From an optimization exercise on the open Yosys and OpenROAD flow, aimed at small area; shortcuts taken in it are not production practice. Only simulation tests tie the RTL to the original design; equivalence was not proved. The flow treats the clock pin as an ideal source, which a real chip does not have. Power and IR drop assume default switching activity.

==> job 9559 <==
Design Lab2, start of the top module:
module Lab2(clk, rst, button, light, dis, switch, levelLight, laserLight);
==> flow/config.mk <==
export PLATFORM = sky130hd
export DESIGN_NAME = Lab2
export DESIGN_NICKNAME = Lab2
export VERILOG_FILES = /design/flow/design.v
export SDC_FILE = /design/flow/constraint.sdc
export NUM_CORES = 4
export LEC_CHECK = 0
export CAP_MARGIN = 20
export CORE_MARGIN = 2
export CORE_UTILIZATION = 80
export SLEW_MARGIN = 20
==> flow/constraint.sdc <==
create_clock -name core_clock -period 5.0 [get_ports {clk}]
set_input_delay 1.0000 -clock core_clock [delete_from_list [all_inputs] [get_ports {clk}]]
set_output_delay 1.0000 -clock core_clock [all_outputs]
set_load 0.01 [all_outputs]
standard.sh (not shown) runs the stock make flow with config.mk's settings and CLKGATE_MAP_FILE= SYNTH_SCRIPT=/design/flow/synth_recipe.tcl, a recipe that flattens the netlist after the stock synthesis.
==> flow/flow/run.sh <==
#!/bin/bash
set -euo pipefail
export BUFFER_PORTS_ARGS="-buffer_cell sky130_fd_sc_hd__buf_1"
export SKIP_REPAIR_TIE_FANOUT=1
# Clock tree built before CTS by flow/mantree.tcl (a root buffer driving
# three leaf buffers, each driving a third of the flip-flops); CTS then has no
# net left to buffer.
export CLK_NLEAF=3 CLK_LEAF_BUF=sky130_fd_sc_hd__clkbuf_8 CLK_ROOT_BUF=sky130_fd_sc_hd__clkbuf_1
export PRE_CTS_TCL="$PWD/flow/mantree.tcl"
export CTS_ARGS="-clk_nets clk"
R=orfs/results/${FLOW_PLATFORM:-sky130hd}/Lab2/base
bash standard.sh synth > std_synth.log 2>&1
cp $R/1_2_yosys.v std_1_2_yosys.v
LIB=$FLOW_HOME/platforms/sky130hd/lib/sky130_fd_sc_hd__tt_025C_1v80.lib
YOSYS=$(command -v yosys || echo /OpenROAD-flow-scripts/tools/install/yosys/bin/yosys)
nff=$(grep -c dfxtp std_1_2_yosys.v)
best=""; barea=""
for scr in flow/abc_*.scr; do
  n=$(basename $scr .scr)
  sed "s#@LIB@#$LIB#g; s#@IN@#std_1_2_yosys.v#; s#@SCR@#$scr#; s#@OUT@#resynth_$n.v#; s#@STAT@#resynth_stat_$n.log#" flow/resynth.ys > resynth_$n.ys
  if $YOSYS -s resynth_$n.ys > resynth_$n.log 2>&1 && [ "$(grep -c dfxtp resynth_$n.v)" = "$nff" ]; then
    a=$(grep "Chip area" resynth_stat_$n.log | awk '{print $NF}')
    echo "$n $a" >> resynth_areas.log
    if [ -z "$barea" ] || awk "BEGIN{exit !($a < $barea)}"; then best=$n; barea=$a; fi
  fi
done
echo "best $best $barea" >> resynth_areas.log
cp resynth_$best.v $R/1_2_yosys.v
rm -f $R/1_synth.odb $R/1_synth.sdc
bash standard.sh finish > std_finish.log 2>&1
Other scripts of this flow, unchanged in this note and not shown: flow/flow/abc_amap1.scr, flow/flow/abc_dc2.scr, flow/flow/abc_dc2b.scr, flow/flow/abc_dch.scr, flow/flow/abc_dsdb.scr, flow/flow/abc_fraig.scr, flow/flow/abc_fraig2.scr, flow/flow/abc_gb.scr, flow/flow/abc_it2.scr, flow/flow/abc_it6.scr, flow/flow/abc_resub.scr, flow/flow/abc_rfz.scr, flow/flow/abc_rs2.scr, flow/flow/mantree.tcl, flow/flow/resynth.ys
==> job 4863 (differences from job 9559) <==
Settings changed: CORE_UTILIZATION 80 to 70, GPL_TIMING_DRIVEN from default to 0.
==> job 1409 (differences from job 9559) <==
Settings changed: CORE_UTILIZATION 80 to 70.
==> notes.md <==
|  | job 4863 | job 9559 | job 1409 |
|---|---|---|---|
| Finished layout cell area | 2630 sq um | - | 2540 sq um |
| Endpoints failing hold | 0 | - | 0 |
| R2R Path End | sh[0]$_SDFFE_PP0P_ | - | nx[0]$_SDFFE_PP0P_ |
| Outcome | no timing/DRC/antenna violations | stopped before the end | no timing/DRC/antenna violations |
| Stage where the flow stopped | - | global placement | - |
| Met3 usage in global routing | 2.94% | - | 4.20% |
| Highest clock rate | 0.216 GHz | - | 0.239 GHz |
| Switching Fraction | 24.3% | - | 24.1% |
| Share of power burned in combinational logic | 8.5% | - | 8.1% |
| Shortest period the worst path allows | 4.62 ns | - | 4.19 ns |
| Share of total power in sequential cells | 63.5% | - | 64.0% |
| Wire length on met1 | 2410 um | - | 2330 um |
| Initial standard-cell utilization of the core | 74.9% | 84.3% | 74.9% |
| Buffers inserted during post-CTS setup optimization | 0 | - | 0 |
| Number of violations reported at the end of detailed-routing iteration 0 | 249 | - | 173 |
| Hold Path Origin | lo[1]$_SDFF_PP0_ | - | bc[6]$_SDFF_PP0_ |
| RSZ-0062 raised after global routing | no | - | no |
| Largest register FFs | 7 | - | 7 |
| # placed instances | 437 | - | 425 |
| Highest fanout seen on the critical path | 12 | - | 12 |
| Fraction of area in multi-input gates | 45.8% | - | 47.3% |
| Worst flop-to-flop path startpoint | bh[1]$_SDFF_PP1_ | - | bh[1]$_SDFF_PP1_ |
| Path depth of the worst reg2reg path | 12 | - | 13 |
| Element type at the critical path end | primary output | - | primary output |
| Kind of start point of the critical path | register | - | register |
| Placed instance area | 2580 sq um | - | 2490 sq um |
| Worst voltage drop across the vdd grid | 0.000301 V | - | 0.000327 V |

[separate check: timing with driven ports]
No port has a modelled driver above. Below, the same layouts with a new extraction and two added sets of constraints. Step 1 assumes that a clkbuf_16 drives the clock port and a buf_2 every other input. Step 2 moves the port delays by t, midway between the first and last clock arrival at a register: inputs arrive t later, outputs are due t later. That takes back most of the time a late clock gives input paths. Three values: ideal, step 1, step 2; two values: the first two.
run	t (ns)	setup WS [ns]	worst setup path at the end	latest minus earliest clock arrival (ns)	cell pins on the clock port's net
job 4863	0.452	0.376 / 0.355 / 0.807	register to output	0.021 / 0.021	1
job 1409	0.463	0.813 / 0.790 / 1.253	register to output	0.020 / 0.020	1
After both steps every run listed still meets setup and hold.
